This is an optimization exercise on Yosys and OpenROAD, whose aim is small area, not a production implementation. In this exercise RTL edits were held to simulation tests only and were not proved equivalent to the original. Power and IR drop assume default switching activity.

### design/flow/run.sh
#!/bin/bash
# synth_recipe.tcl (not shown) runs the flow's synth.tcl, then flattens the netlist and writes it again
# the make line also repeats each setting of config.mk as NAME=value (left out here)
make -C /OpenROAD-flow-scripts/flow DESIGN_CONFIG=/design/flow/config.mk WORK_HOME=/design/flow/orfs CLKGATE_MAP_FILE= SYNTH_SCRIPT=/design/flow/synth_recipe.tcl finish
### design/flow/config.mk
export PLATFORM = sky130hd
export DESIGN_NAME = dadnme_engine
export DESIGN_NICKNAME = dadnme_engine
export VERILOG_FILES = /design/flow/design.v
export SDC_FILE = /design/flow/constraint.sdc
export NUM_CORES = 4
export LEC_CHECK = 0
export CAP_MARGIN = 20
export CORE_MARGIN = 2
export CORE_UTILIZATION = 40
export SLEW_MARGIN = 20
### design/flow/constraint.sdc
create_clock -name core_clock -period 25.0 [get_ports {Clk}]
set_input_delay 5.0000 -clock core_clock [delete_from_list [all_inputs] [get_ports {Clk}]]
set_output_delay 5.0000 -clock core_clock [all_outputs]
set_load 0.01 [all_outputs]
### design/flow/design.v
module dadnme_engine (
    input  logic        Clk,
    input  logic        Reset,         
    input  logic        vs,            
    input  logic [7:0]  keycode, keycode_2,
    input  logic [9:0]  DrawX, DrawY,  
    output logic        is_ball,
    output logic [15:0] me_addr,
    output logic [7:0]  me_state,
    output logic        is_enemy,
    output logic [15:0] en_addr,
    output logic [1:0]  en_move,
    output logic        en_beida,
    output logic        is_en_blood_bar,
    output logic        is_enemy3,
    output logic [15:0] en_addr3,
    output logic        is_blood_bar,
    output logic [15:0] bb_addr,
    output logic        bb_white,
    output logic [19:0] bg_addr,
    output logic        show_success,
    output logic [17:0] success_addr,
    output logic        level
);
    logic vs_q, fe_d;
    wire  fe = vs & ~vs_q;
    always_ff @(posedge Clk) begin
        vs_q <= ~Reset & vs;
        fe_d <= ~Reset & fe;
    end
    wire [15:0] key = {keycode_2, keycode};
    wire k_next = (key == 16'h002c);
    wire k_ok   = (key == 16'h0028);
    wire k_att  = (key == 16'h000d);
    wire k_th   = (key == 16'h000e);
    wire set_l  = (key == 16'h0004) | (key == 16'h041a) | (key == 16'h1a04) |
                  (key == 16'h0416) | (key == 16'h1604) | (key == 16'h0704);
    wire set_r  = (key == 16'h0007) | (key == 16'h0716) | (key == 16'h1607) |
                  (key == 16'h071a) | (key == 16'h1a07) | (key == 16'h0407);
    wire kA = (keycode == 8'h04) | (keycode_2 == 8'h04);
    wire kD = (keycode == 8'h07) | (keycode_2 == 8'h07);
    wire kW = (keycode == 8'h1a) | (keycode_2 == 8'h1a);
    wire kS = (keycode == 8'h16) | (keycode_2 == 8'h16);
    logic [2:0] kc_ph;
    logic       kc_l, left_in_1, left_pre;
    wire left_in = set_l | (~set_r & left_in_1);
    wire left    = (kc_ph == 3'd0) ? kc_l : left_pre;
    wire attack  = (kc_ph != 3'd0) & (kc_ph != 3'd7);
    always_ff @(posedge Clk) begin
        if (Reset) begin
            kc_ph <= 3'd0;
            kc_l  <= 1'b0;
        end else if (kc_ph == 3'd0) begin
            if (k_att)      kc_ph <= 3'd1;
            else if (k_th)  kc_ph <= 3'd7;
            kc_l <= left_in;
        end else if (kc_ph == 3'd6 || kc_ph == 3'd7) begin
            kc_ph <= 3'd0;
            kc_l  <= left_pre;
        end else begin
            kc_ph <= kc_ph + 3'd1;
        end
    end
    always_ff @(posedge Clk) begin
        if (Reset) begin
            left_in_1 <= 1'b0;
            left_pre  <= 1'b0;
        end else if (fe) begin
            left_in_1 <= left_in;
            left_pre  <= left;
        end
    end
    localparam [4:0] S11 = 5'd0,  S12 = 5'd1,  S21 = 5'd2,  S22 = 5'd3,
                     S31 = 5'd4,  S32 = 5'd5,
                     A111 = 5'd6,  A112 = 5'd7,
                     A121 = 5'd8,  A122 = 5'd9,  A123 = 5'd10,
                     A211 = 5'd11, A212 = 5'd12,
                     A221 = 5'd13, A222 = 5'd14,
                     A231 = 5'd15, A232 = 5'd16, A233 = 5'd17;
    logic [4:0] is_n, is_nc;
    logic [3:0] is_st, is_stc;
    logic       fly, set_zero, is_szc;
    logic [5:0] is_cnt;
    wire c10 = (is_cnt == 6'd10);
    wire c20 = (is_cnt == 6'd20);
    wire c30 = (is_cnt == 6'd30);
    always_comb begin
        is_nc = is_n;
        case (is_n)
            S11:  is_nc = attack ? A111 : S12;
            S12:  if (attack) is_nc = A111; else if (c30) is_nc = S21;
            S21:  is_nc = attack ? A111 : S22;
            S22:  if (attack) is_nc = A111; else if (c30) is_nc = S31;
            S31:  is_nc = S32;
            S32:  is_nc = S11;
            A111: is_nc = A112;
            A112: if (c10) is_nc = A121;
            A121: is_nc = A122;
            A122: if (c10) is_nc = A123;
            A123: is_nc = k_att ? A211 : S11;
            A211: is_nc = A212;
            A212: if (c10) is_nc = A221;
            A221: is_nc = A222;
            A222: if (c10) is_nc = A231;
            A231: is_nc = A232;
            A232: if (c20) is_nc = A233;
            A233: is_nc = k_att ? A111 : S11;
            default: ;
        endcase
        case (is_n)
            S11, S12:             is_stc = 4'd1;
            S21, S22:             is_stc = 4'd2;
            S31, S32:             is_stc = 4'd3;
            A111, A112:           is_stc = 4'd5;
            A121, A122, A123:     is_stc = 4'd6;
            A211, A212:           is_stc = 4'd7;
            A221, A222:           is_stc = 4'd8;
            A231, A232, A233:     is_stc = 4'd9;
            default:              is_stc = 4'd1;
        endcase
        case (is_n)
            S11, S21, S31, A111, A121, A211, A221, A231: is_szc = 1'b1;
            default:                                     is_szc = 1'b0;
        endcase
    end
    always_ff @(posedge Clk) begin
        if (Reset) begin
            is_n     <= S11;
            is_st    <= 4'd1;
            fly      <= 1'b0;
            set_zero <= 1'b0;
            is_cnt   <= 6'd0;
        end else if (fe) begin
            is_n     <= is_nc;
            is_st    <= is_stc;
            fly      <= (is_n == A232);
            set_zero <= is_szc;
            is_cnt   <= set_zero ? 6'd0 : is_cnt + 6'd1;
        end
    end
    assign me_state = {4'd0, is_st};
    wire me_att = (is_st >= 4'd5);
    logic [1:0] ls;
    always_ff @(posedge Clk) begin
        if (Reset) ls <= 2'd0;
        else if (fe) begin
            case (ls)
                2'd0: if (k_next) ls <= 2'd1;
                2'd1: ls <= 2'd2;
                2'd2: if (k_ok) ls <= 2'd3;
                2'd3: if (k_next) ls <= 2'd0;
            endcase
        end
    end
    assign level = (ls == 2'd2);
    wire success   = (ls == 2'd3);
    wire pos_reset = (ls == 2'd1);
    logic [8:0] sxm;
    logic [1:0] roll;      
    logic [1:0] sxm_d;     
    always_ff @(posedge Clk) begin
        if (Reset) begin
            sxm   <= 9'd10;
            sxm_d <= 2'b00;
        end else begin
            if (fe)
                sxm_d <= (roll[1] & ~(roll[0] ? (sxm == 9'd5) : (sxm == 9'd360))) ? roll : 2'b00;
            if (fe_d && sxm_d[1])
                sxm <= sxm_d[0] ? sxm - 9'd5 : sxm + 9'd5;
        end
    end
    logic [10:0] bx;
    logic [8:0]  by;           
    logic [1:0]  bxm, bym;     
    logic        roll_off;     
    logic [1:0]  bxm_c, bym_c;
    always_comb begin
        if (((by >= 9'd429) & kS) | ((by <= 9'd220) & kW) |
            (((bx + 11'd40) >= ({2'b0, sxm} + 11'd639)) & kD) |
            ((bx <= ({2'b0, sxm} + 11'd40)) & kA)) begin
            bxm_c = 2'b00;
            bym_c = 2'b00;
        end else if (level & (by == 9'd270) & kW & (bx <= 11'd598)) begin
            bxm_c = bxm;
            bym_c = 2'b00;
        end else begin
            bxm_c = 2'b00;
            bym_c = 2'b00;
            case (key)
                16'h0004, 16'h0407:          bxm_c = 2'b11;
                16'h0007, 16'h0704:          bxm_c = 2'b10;
                16'h001a, 16'h1a16:          bym_c = 2'b11;
                16'h0016, 16'h161a:          bym_c = 2'b10;
                16'h041a, 16'h1a04: begin bxm_c = 2'b11; bym_c = 2'b11; end
                16'h0416, 16'h1604: begin bxm_c = 2'b11; bym_c = 2'b10; end
                16'h0716, 16'h1607: begin bxm_c = 2'b10; bym_c = 2'b10; end
                16'h071a, 16'h1a07: begin bxm_c = 2'b10; bym_c = 2'b11; end
                default: ;
            endcase
        end
    end
    wire [10:0] bx_n = bxm[1] ? (bxm[0] ? bx - 11'd5 : bx + 11'd5) : bx;
    wire [8:0]  by_n = bym[1] ? (bym[0] ? by - 9'd5 : by + 9'd5) : by;
    always_ff @(posedge Clk) begin
        if (Reset) begin
            bxm      <= 2'b00;
            bym      <= 2'b00;
            roll     <= 2'b00;
            roll_off <= 1'b1;
        end else begin
            if (fe) begin
                bxm  <= bxm_c;
                bym  <= bym_c;
                roll <= roll_off ? 2'b00 : bxm;
            end
            if (fe_d)
                roll_off <= (bx_n < 11'd320) | (bx_n > 11'd680);
        end
    end
    always_ff @(posedge Clk) begin
        if (Reset | pos_reset) begin
            bx <= 11'd100;
            by <= 9'd230;
        end else if (fe_d) begin
            bx <= bx_n;
            by <= by_n;
        end
    end
    wire [10:0] xs  = {1'b0, DrawX} + {2'b0, sxm};                  
    wire [11:0] bdx = {1'b0, xs} - {1'b0, bx};                      
    wire [12:0] ba  = left ? 13'd40 - {bdx[11], bdx} : 13'd40 + {bdx[11], bdx};
    wire [10:0] bb  = {1'b0, DrawY} + 11'd50 - {2'b0, by};          
    wire ba_ok = ~ba[12] & (ba != 13'd0) & (ba <= (me_att ? 13'd99 : 13'd79));
    wire bb_ok = ~bb[10] & (bb != 11'd0) & (bb <= 11'd99);
    assign is_ball = ba_ok & bb_ok;
    wire [8:0]  bb5   = {2'b0, bb[6:0]} + {bb[6:0], 2'b0};            
    wire [13:0] me_a  = {7'd0, ba[6:0]} + {1'b0, bb5, 4'd0} + (me_att ? {3'd0, bb5, 2'd0} : 14'd0);
    assign me_addr = is_ball ? {2'b00, me_a} : 16'hffff;
    logic [10:0] fcnt;
    always_ff @(posedge Clk) begin
        if (Reset)   fcnt <= 11'd0;
        else if (fe) fcnt <= fcnt + 11'd1;
    end
    wire ec10 = (fcnt[10:1] == 10'd10);
    wire ec25 = (fcnt[10:1] == 10'd25);
    logic        is_e1, is_e2, el1, el2, bar1, bar2;
    logic [5:0]  s1, s2;
    logic [6:0]  t1, t2;
    logic [2:0]  p1, p2;
    dn_enemy #(.SX(11'd200), .SY(9'd100)) en1 (
        .Clk(Clk), .Reset(Reset), .fe(fe), .fe_d(fe_d), .xs(xs), .DrawY(DrawY),
        .bx(bx), .by(by), .attack(attack), .fly(fly), .left(left), .c10(ec10), .c25(ec25),
        .hit(is_e1), .bar(bar1), .s(s1), .t(t1), .el(el1), .p(p1));
    dn_enemy #(.SX(11'd100), .SY(9'd200)) en2 (
        .Clk(Clk), .Reset(Reset), .fe(fe), .fe_d(fe_d), .xs(xs), .DrawY(DrawY),
        .bx(bx), .by(by), .attack(attack), .fly(fly), .left(left), .c10(ec10), .c25(ec25),
        .hit(is_e2), .bar(bar2), .s(s2), .t(t2), .el(el2), .p(p2));
    assign is_enemy        = is_e1 | is_e2;
    assign is_en_blood_bar = bar1 | bar2;
    wire        sel2 = is_e2 & ~is_e1;
    wire [5:0]  es   = sel2 ? s2 : s1;
    wire [6:0]  et   = sel2 ? t2 : t1;
    wire        eel  = sel2 ? el2 : el1;
    wire [2:0]  ep   = sel2 ? p2 : p1;
    wire [5:0]  esx  = eel ? 6'd60 - es : es;
    wire [12:0] en_a = {7'd0, esx} + {et, 6'd0} - {4'd0, et, 2'd0};
    assign en_addr  = is_enemy ? {3'b000, en_a} : 16'hffff;
    assign en_move  = ep[2:1];
    assign en_beida = ep[2] & ep[1];
    logic [9:0] lbx, lby;
    logic [1:0] lbxm, lbym;    
    wire  [9:0] mx = bx[9:0];
    wire  [9:0] my = {1'b0, by};
    always_ff @(posedge Clk) begin
        if (Reset) begin
            lbx  <= 10'd320;
            lby  <= 10'd240;
            lbxm <= 2'b10;
            lbym <= 2'b10;
        end else if (fe_d) begin
            if (!((lby > my - 10'd30) && (lby < my + 10'd30) &&
                  (lbx > mx - 10'd30) && (lbx < mx + 10'd30))) begin
                lbxm <= (mx > lbx) ? 2'b10 : (mx < lbx) ? 2'b11 : 2'b00;
                lbym <= (my > lby) ? 2'b10 : (my < lby) ? 2'b11 : 2'b00;
                lbx  <= lbxm[1] ? (lbxm[0] ? lbx - 10'd2 : lbx + 10'd2) : lbx;
                lby  <= lbym[1] ? (lbym[0] ? lby - 10'd1 : lby + 10'd1) : lby;
            end
        end
    end
    wire [10:0] lba = {1'b0, DrawX} + 11'd30 - {1'b0, lbx};
    wire [10:0] lbb = {1'b0, DrawY} + 11'd46 - {1'b0, lby};
    assign is_enemy3 = ~lba[10] & (lba != 11'd0) & (lba <= 11'd59) &
                       ~lbb[10] & (lbb != 11'd0) & (lbb <= 11'd91);
    wire [12:0] lb_a = {7'd0, lba[5:0]} + {lbb[6:0], 6'd0} - {4'd0, lbb[6:0], 2'd0};
    assign en_addr3 = is_enemy3 ? {3'b000, lb_a} : 16'h0000;
    wire [11:0] y3 = {2'b0, DrawY} + {1'b0, DrawY, 1'b0};             
    assign bg_addr = {DrawY, 10'd0} + {9'd0, xs} - {5'd0, y3, 3'd0} +
                     ((ls != 2'd0) ? 20'd480000 : 20'd0);
    wire [14:0] y17 = {5'd0, DrawY} + {1'b0, DrawY, 4'd0};                  
    always_ff @(posedge Clk) begin
        bb_addr  <= {6'd0, DrawX} + {y17[13:0], 2'd0};
        bb_white <= (DrawX != 10'd0) & (DrawX < 10'd64) & (DrawY > 10'd74) & (DrawY < 10'd82);
    end
    assign is_blood_bar = (DrawX < 10'd68) & (DrawY < 10'd86);
    assign success_addr = {8'd0, DrawX} + {y17[13:0], 4'd0} + {3'd0, y17} + {7'd0, DrawY, 1'b0} - 18'd8303;
    assign show_success = success & (DrawX >= 10'd156) & (DrawX <= 10'd444) &
                          (DrawY >= 10'd29) & (DrawY <= 10'd371);
endmodule
module dn_enemy #(parameter [10:0] SX = 11'd200, parameter [8:0] SY = 9'd100) (
    input  logic        Clk, Reset, fe, fe_d,
    input  logic [10:0] xs,           
    input  logic [9:0]  DrawY,
    input  logic [10:0] bx,
    input  logic [8:0]  by,
    input  logic        attack, fly, left, c10, c25,
    output logic        hit, bar, el,
    output logic [5:0]  s,            
    output logic [6:0]  t,            
    output logic [2:0]  p             
);
    localparam [2:0] N11 = 3'd0, N12 = 3'd1, N21 = 3'd2, N22 = 3'd3,
                     N31 = 3'd4, N32 = 3'd5, BEIDA = 3'd6, BACK = 3'd7;
    logic [2:0]  n, nc;
    logic [10:0] ex;
    logic [8:0]  ey;              
    logic        xm, ym;          
    wire [11:0] dx = {1'b0, bx} - {1'b0, ex};
    wire [9:0]  dy = {1'b0, by} - {1'b0, ey};
    wire [11:0] dxo = dx + 12'd81;
    wire [9:0]  dyo = dy + 10'd96;
    wire near = (dxo <= 12'd162) & (dyo <= 10'd192);
    wire beida_t = attack & near;
    always_comb begin
        nc = n;
        case (n)
            N11: nc = N12;
            N12: if (c10) nc = N21;
            N21: nc = N22;
            N22: if (c10) nc = N31;
            N31: nc = N32;
            N32: if (c10) nc = N11;
            BEIDA: if (fly) nc = BACK; else if (c25) nc = N11;
            BACK: nc = N11;
        endcase
        if (beida_t && !(n == BEIDA || n == BACK)) nc = BEIDA;
    end
    wire beida = p[2] & p[1];
    wire back  = &p;
    always_ff @(posedge Clk) begin
        if (Reset) begin
            n  <= N11;
            p  <= N11;
            el <= 1'b0;
            ex <= SX;
            ey <= SY;
            xm <= 1'b0;
            ym <= 1'b0;
        end else begin
            if (fe) begin
                n <= nc;
                p <= n;
            end
            if (fe_d) begin
                el <= xm;
                if (ey >= 9'd433)      ym <= 1'b1;
                else if (ey <= 9'd216) ym <= 1'b0;
                else if ((ex + 11'd30) >= 11'd1000) xm <= 1'b1;
                else if (ex <= 11'd30) xm <= 1'b0;
                if (!beida) begin
                    ex <= xm ? ex - 11'd2 : ex + 11'd2;
                    ey <= ym ? ey - 9'd2 : ey + 9'd2;
                end else if (back) begin
                    ex <= left ? ex - 11'd7 : ex + 11'd7;
                end
            end
        end
    end
    wire [12:0] sa = {2'b0, xs} + 13'd30 - {2'b0, ex};      
    wire [10:0] ta = {1'b0, DrawY} + 11'd46 - {2'b0, ey};    
    assign hit = ~sa[12] & (sa != 13'd0) & (sa <= 13'd59) &
                 ~ta[10] & (ta != 11'd0) & (ta <= 11'd91);
    wire [10:0] tao = ta + 11'd14;
    assign bar = ~sa[12] & (sa >= 13'd5) & (sa <= 13'd55) &
                 (tao <= 11'd10);
    assign s = sa[5:0];
    assign t = ta[6:0];
endmodule
==> run summary <==
==> routing by layer <==
| layer | global-route usage, % | part of all wire, % | routed length [microns] |
|---|---|---|---|
| met1 | 31.9 | 49 | 39700 |
| met3 | 2.55 | 4.4 | 3600 |
| met4 | 6.71 | 2.5 | 2070 |
| met5 | 0 | 0 | 0 |
| met2 | 36.8 | 44 | 36200 |
==> state kept, by name, summed over array words and instances, names as in the netlist, 9 cells and up, named ones only <==
signal,flops
bb_addr,16
bx,11
en1.ex,11
en2.ex,11
fcnt,11
lby,10
by,9
lbx,9
sxm,9
==> kinds of logic after synthesis <==
group,Yosys count,synth area share (%)
AOI/OAI and AO/OA,965,23.1
xor gates and xnor gates,290,9.30
adders and majority gates,576,27.8
buffers and inverters,465,6.56
DFF,173,12.6
muxes,41,1.59
other,1,0.0137
and+or+nand+nor,1044,19.0
==> stage by stage <==
| step | hold WS (ps) | cell area (sq um) | std cells |
|---|---|---|---|
| floorplan | 427 | 27400 | 3561 |
| global placement | 439 | 29800 | 4517 |
| detailed placement | 445 | 29800 | 4517 |
| CTS | 455 | 30500 | 4549 |
| global route | 489 | 30500 | 4549 |
| finish | 455 | 30500 | 4549 |
==> critical path, delay by kind of cell <==
family,cells,cell delay [ps]
muxes,3,1040
buffers and inverters,2,1160
adders and majority gates,5,1690
xor gates and xnor gates,2,500
AOI/OAI and AO/OA,16,3050
and+or+nand+nor,8,1920
==> final timing paths <==
path,cells past startpoint,startpoint,end
setup reg to reg,16,bx[1],en2.n[0]
hold / removal,2,roll[1],roll[1]
setup / recovery,36,DrawX[0],en_addr[12]
hold reg to reg,2,roll[1],roll[1]
==> power by group <==
| part | switching (mW) | leakage (nW) | internal (mW) |
|---|---|---|---|
| clock network | 0.138 | 0.317 | 0.164 |
| registers | 0.0280 | 1.41 | 0.297 |
| logic | 0.621 | 11.8 | 0.518 |
==> layout make-up <==
class | instances | area [sq um]
well taps | 873 | 1090
flip-flops and latches | 173 | 3460
inverters | 371 | 1390
clock inverters | 14 | 201
clock buffers | 18 | 439
repair buffers | 177 | 1710
fillers | 6880 | 37100
multi-input cells | 2923 | 22200
==> layout by cell type (no fill, tap or decap), types with 43 or more instances in the layout <==
master           count
a21o_1              77
nor2b_1             64
xor2_1              77
a211oi_1            48
nand2_1            223
fa_1                53
clkdlybuf4s50_1    151
inv_1              365
o21ai_0            188
dfxtp_1            173
xnor2_1            212
nor3_1             102
o211ai_1            43
nor2_1             286
a21oi_1            259
nand2b_1            55
o21a_1              58
nand3_1             70
ha_1               523
==> metrics.cfg <==
[placement]
pre_cts_ws_ps = 5760
numPortBuffers = 152
gp_congestion = 0.968
dp_hpwl_mm = 66.0

[synth]
yosysTopAreaCell = ha_1
synthFlopType = dfxtp_1
synth.distinct_cells = 99
synth_enable_flop_cells = 0
synthCells = 3555
syn_area_per_cell_sq_um = 7.70
netlist_area_sq_um = 27400
yosysMostFrequentCell = ha_1
ys_warn_count = 3
synth_seq_area_share_pct = 12.6
ys_top_cells_by_count = ha_1, inv_1, nor2_1, a21oi_1, nand2_1
synthTopCellsByArea = ha_1, dfxtp_1, xnor2_1
synth_top_area_share_pct = 23.9
synth-async-reset-ratio_pct = 0
ys_ff_latch = 173

[setup_path]
crit_path_max_fanout = 16
start_kind = input pin
slowest_stage = clkdlybuf4s50_1
max_stage_delay_ps = 680
worstSetupPathType = input pin to primary output
arrival_ps = 14350
crit_required_ps = 20000
regToRegSetupSlack_ps = 20440
cp-end-kind = primary output

[clocking]
cts_root_buf = clkbuf_16
cts_tree = done
cts_resized = 0
clk_pin_slew_ps = 70
numCtsBuffers = 17
cts_hold_buffers = 0
cts_setup_buffers = 0
cts_buffer_depth = 2
worstSkewPairLatency_ps = 500
clock-sinks = 173
htree_levels = 4

[route]
viasPerCell = 5.63
detail_route.iter0.violations = 1723
vias = 25590
final_antenna_net_count = 0
drc = 0
wl_per_cell_microns = 17.9
firstDrtPassIters = 6
wirelength_mm = 81.6

[floorplanning]
row_count = 95
die_w_microns = 266
ios = 160
core-area_sq_um = 67500
die_area_sq_um = 70600
initial_utilization_pct = 40.6
die_h_microns = 266

[hold_path]
hp-class = flop to flop

[timing]
slew_violations = 0
finalCritPeriodShare_pct = 77.4
worst_slack_ps = 5650
worstMarginPinSlew_ps = 959
hold_violations = 0
clock_skew_ps = 17.4
finalSetupTns_ps = 0
max_freq_ghz = 0.0517
min_period_ps = 19350
grt_setup_unrepaired = false
setup_violations = 0
relSlewSlack_pct = 35.1

[power]
power_mw = 1.77
vdd_drop_max_mv = 0.0463
p_per_area_nw_per_um2 = 58.0
p_leak_nw = 13.5

[final_layout]
syn2layout_area_growth_pct = 11.2
drive_above_1_share_pct = 3.29
fin_nets = 4278
antenna_cells = 0
utilization_pct = 45.1

[status]
status = no timing/DRC/antenna violations

[global_routing]
grt_start_max_net_pins = 62
antenna_found_initial = 1
grt_use_total_pct = 22.8
overflow = 0
grt_pass1_wl_mm = 129
grt_pass1_vias = 23576

[flow_run]
maxCapViolCount = 0

-- afterwards: timing with drivers on the ports --
In the flow no input, the clock included, has a driving cell. The finished layout below was timed again as built, in two steps.
Step 1 assumes that a clkbuf_16 drives the clock port and a buf_2 every other input.
Step 2 times the ports against the registers' clock, not the clock port: input delays grow and output delays shrink by t, the midpoint of the rising clock arrivals with the driver on.
a / b / c = ideal / step 1 / step 2; a / b = the first two.
t, ns: 0.548
setup slack, ns: 5.654 / 5.631 / 5.631
worst setup path after step 2: input to output
cell pins on the clock port's net: 1
After both steps this run still meets setup and hold. The setup slack of this run moves by -0.023 ns with the drivers and by -0.023 ns with both steps.
